Source: an optimization exercise on an open RTL-to-GDS flow (aim: small area). Production flows keep margins and buffers that such runs may drop. The RTL was checked by simulation tests, not by an equivalence proof against the original design. Power and IR drop assume default switching activity.

## flow/config.mk

```make
export PLATFORM = sky130hd
export DESIGN_NAME = cnn_layer1
export DESIGN_NICKNAME = cnn_layer1
export VERILOG_FILES = /design/flow/design.v
export SDC_FILE = /design/flow/constraint.sdc
export NUM_CORES = 4
export LEC_CHECK = 0
export CAP_MARGIN = 20
export CORE_MARGIN = 2
export CORE_UTILIZATION = 40
export SLEW_MARGIN = 20
```

## flow/constraint.sdc

```tcl
create_clock -name core_clock -period 8.0 [get_ports {clk}]
set_input_delay 1.6000 -clock core_clock [delete_from_list [all_inputs] [get_ports {clk}]]
set_output_delay 1.6000 -clock core_clock [all_outputs]
set_load 0.01 [all_outputs]
```

## flow/design.v

```verilog
`timescale 1ns / 1ps
module mac #(
    parameter STYLE = 1
) (
    input  [15:0] in,
    input  [15:0] w,
    input  [15:0] b,
    output [15:0] out
);
generate
if (STYLE == 0) begin : g_beh
    assign out = w * in + b;
end else begin : g_booth4
    wire [16:0] wx = {w, 1'b0};
    wire [15:0] row [0:7];
    wire [15:0] negs;
    genvar r, m;
    for (r = 0; r < 8; r = r + 1) begin : g_row
        wire b2 = wx[2*r+2], b1 = wx[2*r+1], b0 = wx[2*r];
        wire one = b1 ^ b0;
        wire two = (b2 & ~b1 & ~b0) | (~b2 & b1 & b0);
        wire neg = b2 & ~(b1 & b0);
        for (m = 0; m < 16; m = m + 1) begin : g_bit
            if (m < 2*r) begin : g_z
                assign row[r][m] = 1'b0;
            end else if (m == 2*r) begin : g_l
                assign row[r][m] = (one & in[0]) ^ neg;
            end else begin : g_h
                assign row[r][m] = ((one & in[m-2*r]) | (two & in[m-2*r-1])) ^ neg;
            end
        end
        assign negs[2*r]   = neg;
        assign negs[2*r+1] = 1'b0;
    end
    assign out = b + row[0] + row[1] + row[2] + row[3] + row[4] + row[5]
               + row[6] + row[7] + negs;
end
endgenerate
endmodule
`timescale 1ns / 1ps
module mux (
    input  [15:0] A,
    input         sel,
    output [15:0] out
);
assign out = A & {16{sel}};
endmodule
`timescale 1ns / 1ps
module register (
    input         clk,
    input  [15:0] in,
    output [15:0] out
);
reg [15:0] data;
assign out = data;
always @(posedge clk)
    data <= in;
endmodule
`timescale 1ns / 1ps
module shift_reg #(
    parameter D = 25
) (
    input         clk,
    input  [15:0] data_in,
    output [15:0] data_out
);
reg [15:0] sr [0:D-1];
integer i;
always @(posedge clk) begin
    sr[0] <= data_in;
    for (i = 1; i < D; i = i + 1)
        sr[i] <= sr[i-1];
end
assign data_out = sr[D-1];
endmodule
`timescale 1ns / 1ps
module max_data (
    input  [15:0] A,
    input  [15:0] B,
    output [15:0] Y
);
assign Y = (A > B) ? A : B;
endmodule
`timescale 1ns / 1ps
module conv_final #(
    parameter M = 28,
    parameter STYLE = 1
) (
    input          clk,
    input          reset,
    input  [15:0]  pxl_in,
    input          i_data_valid,
    input  [143:0] i_kernel_data,
    output [15:0]  pxl_out,
    output reg     o_data_valid,
    output reg     o_col_odd,     
    output reg     o_row_odd      
);
    wire [15:0] k [0:8];
    genvar i;
    generate
        for (i = 0; i < 9; i = i + 1) begin : g_k
            assign k[i] = i_kernel_data[16*i +: 16];
        end
    endgenerate
    reg [4:0] row, col;
    wire running = (row != 0) | (col != 0);
    wire last    = (row == M+1) & (col == 1);
    always @(posedge clk) begin
        if (reset | last | ~(i_data_valid | running)) begin
            row <= 0;
            col <= 0;
        end else if (col == M-1) begin
            col <= 0;
            row <= row + 1;
        end else begin
            col <= col + 1;
        end
    end
    wire v     = i_data_valid & ~reset;
    wire sel_l = v & (col != M-1);
    wire sel_r = v & (col != 0);
    wire sel_sr = v & ((row != 0) | (col == M-1));
    wire [15:0] x_l, x_m, x_r;
    mux ML (.A(pxl_in), .sel(sel_l), .out(x_l));
    mux MM (.A(pxl_in), .sel(v),     .out(x_m));
    mux MR (.A(pxl_in), .sel(sel_r), .out(x_r));
    wire [15:0] reg_00, reg_01, reg_02, reg_10, reg_11, reg_12, reg_20, reg_21, reg_22;
    wire [15:0] wire_00, wire_01, wire_02, wire_10, wire_11, wire_12, wire_20, wire_21, wire_22;
    wire [15:0] sr_0, sr_1, sr_0m;
    mac #(.STYLE(STYLE)) mac_00 (x_l, k[0], 16'd0,  wire_00);
    register r_00 (clk, wire_00, reg_00);
    mac #(.STYLE(STYLE)) mac_01 (x_m, k[1], reg_00, wire_01);
    register r_01 (clk, wire_01, reg_01);
    mac #(.STYLE(STYLE)) mac_02 (x_r, k[2], reg_01, wire_02);
    register r_02 (clk, wire_02, reg_02);
    shift_reg #(.D(M-3)) row_1 (.clk(clk), .data_in(reg_02), .data_out(sr_0));
    mux MS (.A(sr_0), .sel(sel_sr), .out(sr_0m));
    mac #(.STYLE(STYLE)) mac_10 (x_l, k[3], sr_0m,  wire_10);
    register r_10 (clk, wire_10, reg_10);
    mac #(.STYLE(STYLE)) mac_11 (x_m, k[4], reg_10, wire_11);
    register r_11 (clk, wire_11, reg_11);
    mac #(.STYLE(STYLE)) mac_12 (x_r, k[5], reg_11, wire_12);
    register r_12 (clk, wire_12, reg_12);
    shift_reg #(.D(M-3)) row_2 (.clk(clk), .data_in(reg_12), .data_out(sr_1));
    mac #(.STYLE(STYLE)) mac_20 (x_l, k[6], sr_1,   wire_20);
    register r_20 (clk, wire_20, reg_20);
    mac #(.STYLE(STYLE)) mac_21 (x_m, k[7], reg_20, wire_21);
    register r_21 (clk, wire_21, reg_21);
    mac #(.STYLE(STYLE)) mac_22 (x_r, k[8], reg_21, wire_22);
    register r_22 (clk, wire_22, reg_22);
    assign pxl_out = reg_22;
    wire first_out = (row == 1) & (col == 1);
    always @(posedge clk) begin
        if (reset | last)
            o_data_valid <= 1'b0;
        else if (first_out & i_data_valid)
            o_data_valid <= 1'b1;
        o_col_odd <= ~col[0];
        o_row_odd <= ~(row[0] ^ (col == 0));
    end
endmodule
`timescale 1ns / 1ps
module max_pooling #(
    parameter M = 28
) (
    input             clk,
    input             reset,
    input      [15:0] pixel_in,
    input             i_data_valid,
    input             i_col_odd,
    input             i_row_odd,
    output reg [15:0] o_max_pooled_pixel,
    output reg        o_data_valid
);
    localparam Q = M / 2;
    reg  [15:0] prev;
    reg  [15:0] q [0:Q-1];
    wire [15:0] pair, quad;
    wire        pair_end = i_data_valid & i_col_odd;
    integer j;
    max_data M1 (.A(pixel_in), .B(prev), .Y(pair));
    max_data M2 (.A(pair), .B(q[Q-1]), .Y(quad));
    always @(posedge clk) begin
        prev <= pixel_in;
        if (pair_end) begin
            q[0] <= pair;
            for (j = 1; j < Q; j = j + 1)
                q[j] <= q[j-1];
        end
        o_max_pooled_pixel <= quad;
        o_data_valid <= ~reset & pair_end & i_row_odd;
    end
endmodule
`timescale 1ns / 1ps
module cnn_layer1 (
    input          clk,
    input          reset,
    input  [15:0]  pxl_in,
    input          i_data_valid,
    input  [143:0] i_kernel_data,
    output [15:0]  conv_out,
    output         conv_valid,
    output [15:0]  pool_out,
    output         pool_valid
);
    wire col_odd, row_odd;
    conv_final #(.M(28)) C1 (
        .clk(clk),
        .reset(reset),
        .pxl_in(pxl_in),
        .i_data_valid(i_data_valid),
        .i_kernel_data(i_kernel_data),
        .pxl_out(conv_out),
        .o_data_valid(conv_valid),
        .o_col_odd(col_odd),
        .o_row_odd(row_odd)
    );
    max_pooling #(.M(28)) MP1 (
        .clk(clk),
        .reset(reset),
        .pixel_in(conv_out),
        .i_data_valid(conv_valid),
        .i_col_odd(col_odd),
        .i_row_odd(row_odd),
        .o_max_pooled_pixel(pool_out),
        .o_data_valid(pool_valid)
    );
endmodule
```

## flow/run.sh

```bash
#!/bin/bash
# synth_recipe.tcl (not shown) runs the flow's synth.tcl, then flattens the netlist and writes it again
# the make line also repeats each setting of config.mk as NAME=value (left out here)
make -C /OpenROAD-flow-scripts/flow DESIGN_CONFIG=/design/flow/config.mk WORK_HOME=/design/flow/orfs CLKGATE_MAP_FILE= SYNTH_SCRIPT=/design/flow/synth_recipe.tcl finish
```

==> notes.md <==
Status - complete, no violations
GRT overflow - 0
Gr usage total - 21.50%
Buffers & Inverters on Critical Path - 4
Core ar. - 153900 sq um
Row count - 144
Sequential share of the synthesized area - 42.84%
Initial antenna violation count - 18
Top-count cell post-synth - dfxtp_1
Total wire length - 168600 microns
Die Wd - 397.6 microns
Final Hold Vio Count - 0
Pleak - 0.02946 uW
Highest metal used - met5
Min-delay worst type - flop to flop
Skew-Pair Late Insertion Delay - 0.79 ns
I/O pin count - 197
Syn nets - 6631
CTS tree - yes
Flop2flop setup slack - 0.80 ns
Detailed Route Iter0 Violations - 3234
Max Cap Viol - 0
Post-layout instance area - 71550 sq um
Fin crit period - 7.616 ns
Die Span Y - 397.6 microns
First-pass DRT Iterations - 7
Synth cell types - 69
Via Count - 39550
Synth area leader - dfxtp_1
Layout cells sized above 1 - 9.168%
EDFF count, synth - 224
Main synth FF type - dfxtp_1
Final setup viols - 0
Max VDD drop - 0.4370 mV
Root cell of the clock tree - clkbuf_16
Post-Synthesis Cells - 5541
CP Capture Type - flop
DRC viols - 0
Worst-path clk slew - 0.06 ns
Buffers on Ports - 196
Synth top area cells - dfxtp_1 (32%), fa_1 (15%), edfxtp_1 (11%), ha_1 (9.4%), xnor2_1 (8.6%)
Placed Area - 67340 sq um
Clock Sinks - 1214
Synth Cell Area - 61960 sq um
Synth Warn # - 8
Yosys reg bits - 1214
Critical Path, Cell by Cell - clkdlybuf4s50_1, nor2b_4, nand2_1, buf_4, nor2_2, buf_4, a22oi_1, xor2_1, fa_1, fa_1, fa_1, inv_1, fa_1, fa_1, xnor2_1, xnor2_1, xnor2_1, xnor2_1, xnor2_1, xnor2_1, xnor2_1, xnor2_1
Num CTS Buffers - 118
CTS hold repair buffers - 0
CP startpoint kind - primary input
Vias per inst - 4.967
Post-CTS Resized - 0
First-pass GRT wire length - 254200 microns
Vias in the first global route - 39860
Period utilization - 95.20%
DR WL met3 - 12160 microns
Critical path type - primary input to flop
Max_slew headroom - 25.09%
Pwr Density - 517.2 nW/um^2
Largest net degree at the start of global routing - 175
DR WL/cell - 21.18 microns
Initial Util - 40.27%
Critical Path Most Common Cell - xnor2_1
Setup Buffers After CTS - 0
Worst EP required - 8.64 ns
Antenna viol nets, final - 0
Layout Nets - 6896
Layout Skew - 0.08512 ns
Crit path max fanout - 20
Slew Limit Fails - 0
Met2 Wirelength - 74510 microns
CTS Buffer Depth - 3
Final HPWL from detailed placement - 130700 microns
Die area - 158100 sq um
Max Freq - 0.1313 GHz
Area Growth Syn to Fin - 15.47%
RSZ-0062 raised after global routing - false
Critical path's top delay family - adder cells
Synth cell count leaders - dfxtp_1 (990), xnor2_1 (610), inv_1 (571)
Filler cells - 14180
Final setup TNS - 0 ns
H-tree levels - 3
Least-Margin Pin Slew - 1.124 ns
CP Data Arrival Time - 8.25 ns
Mean Syn Cell Area - 11.18 sq um
Worst stage delay on the critical path - 0.57 ns
Synth top area share - 31.99%
Met1 WL - 76200 microns
Worst path slowest cell - fa_1
Routability cong. - 0.9317
Ys async rst share - 0%
-- final cells by class --
class	instances	area (sq um)	share of cell area, %
antenna	7	17.52	0.02448
clock buffer	150	3263	4.561
clock inverter	76	925.9	1.294
inverter	583	2188	3.058
multi-input combinational	3449	32000	44.72
sequential	1214	26550	37.10
tap	2044	2557	3.574
timing repair buffer	440	4054	5.666
-- per-layer routing --
metal	vias to the layer above	GRT usage [%]
li1	18680	-
met1	19330	30.27
met2	1254	32.94
met3	270	4.235
met4	20	7.366
met5	-	0
-- worst paths after layout --
path,start,to,cells after the start
min reg2reg,C1.row_2.sr[2][3],C1.row_2.sr[3][3],0
min,C1.row_2.sr[2][3],C1.row_2.sr[3][3],0
max reg2reg,C1.col[2],C1.r_12.data[15],23
max,i_data_valid,C1.r_12.data[15],22
-- report_power, final --
| group | total [uW] | switching (uW) | internal [uW] |
|---|---|---|---|
| logic | 21300 | 11900 | 9460 |
| registers | 9900 | 822 | 9080 |
| clock network | 5760 | 2440 | 3320 |
-- placed cells by master, fill, tap and decap left out, drive strengths merged, types with 6 or more instances in the layout --
master | synthesis | routed
mux2i | 10 | 10
o21bai | 35 | 35
clkinv | 2 | 50
dfxtp | 990 | 990
nor2b | 57 | 57
buf | 105 | 246
ha | 464 | 464
o21ai | 208 | 208
bufinv | 0 | 12
nor2 | 155 | 155
inv | 581 | 590
nand2b | 75 | 75
o22ai | 24 | 24
a31oi | 11 | 11
and2 | 25 | 25
fa | 463 | 463
a21oi | 221 | 221
nand2 | 372 | 372
nor3b | 14 | 14
o211ai | 59 | 59
nand3 | 6 | 6
diode | 0 | 7
edfxtp | 224 | 224
clkinvlp | 0 | 7
a22oi | 323 | 323
o21a | 24 | 24
nand4 | 7 | 7
clkbuf | 190 | 150
xnor2 | 610 | 610
clkdlybuf4s50 | 0 | 194
a31o | 7 | 7
a21o | 19 | 19
xor2 | 170 | 170
mux2 | 41 | 41
nand3b | 13 | 13
-- cells by family (layout without fill, tap and decap cells) --
group	count (synthesis)	after routing	share of synthesized area, %
AOI/OAI and AO/OA	951	951	9.838
xor gates and xnor gates	780	780	11.04
adders and majority gates	927	927	24.33
buffers and inverters	878	1249	5.597
DFF	1214	1214	42.84
muxes	51	51	0.9067
other	0	7	0
and+or+nand+nor	740	740	5.452
-- sequential cells by signal, indices dropped and copies added (netlist names) --
name / count
C1.col: 5
C1.o_col_odd: 1
C1.o_data_valid: 1
C1.o_row_odd: 1
C1.r_00.data: 16
C1.r_01.data: 16
C1.r_02.data: 16
C1.r_10.data: 16
C1.r_11.data: 16
C1.r_12.data: 16
C1.r_20.data: 16
C1.r_21.data: 16
C1.r_22.data: 16
C1.row: 5
C1.row_1.sr: 400
C1.row_2.sr: 400
MP1.o_data_valid: 1
MP1.o_max_pooled_pixel: 16
MP1.prev: 16
MP1.q: 224
-- through the flow --
step / worst slack [ns] / total power (uW) / hold slack (ns) / std cells / utilization (%)
after floorplan: 0.5685 / 24430 / 0.3096 / 5541 / -
after detailed placement: -0.1458 / 31400 / 0.3121 / 7730 / 43.77
after CTS: 0.5586 / 37570 / 0.2388 / 7956 / 46.49
after global placement: -0.1573 / 31260 / 0.3096 / 7729 / 43.76
after global routing: 0.1863 / 40300 / 0.2422 / 7957 / 46.49
final: 0.3838 / 37010 / 0.2452 / 7963 / 46.50

==> port drivers added, routing unchanged <==
How much do the figures lean on ideal ports? The routed layout below was timed once more, with nothing changed but the port constraints.
Step 1 (the two cells are an assumption about what drives the block):
set clk [get_ports {clk}]
set_driving_cell -lib_cell sky130_fd_sc_hd__clkbuf_16 $clk
set_driving_cell -lib_cell sky130_fd_sc_hd__buf_2 [delete_from_list [all_inputs] $clk]
Step 2 adds t to the input delays and takes it off the output delays; t is the mean of the earliest and latest rising clock arrival at the registers after step 1. Input paths then give back, and output paths get back, about the clock's delay inside the block.
Slacks: no drivers / after step 1 / after step 2; pairs: no drivers / after step 1.
shift t [ns]: 0.826
setup WS [ns]: 0.384 / 0.440 / -0.386
worst setup path at the end: input to register
clock arrival spread, ns: 0.088 / 0.088
slew at the worst register clock pin (ns): 0.08 / 0.08
Met with ideal ports but missed after step 2: setup timing in this run. For this run, drivers alone change the setup slack by +0.056 ns; drivers and shift together by -0.770 ns.
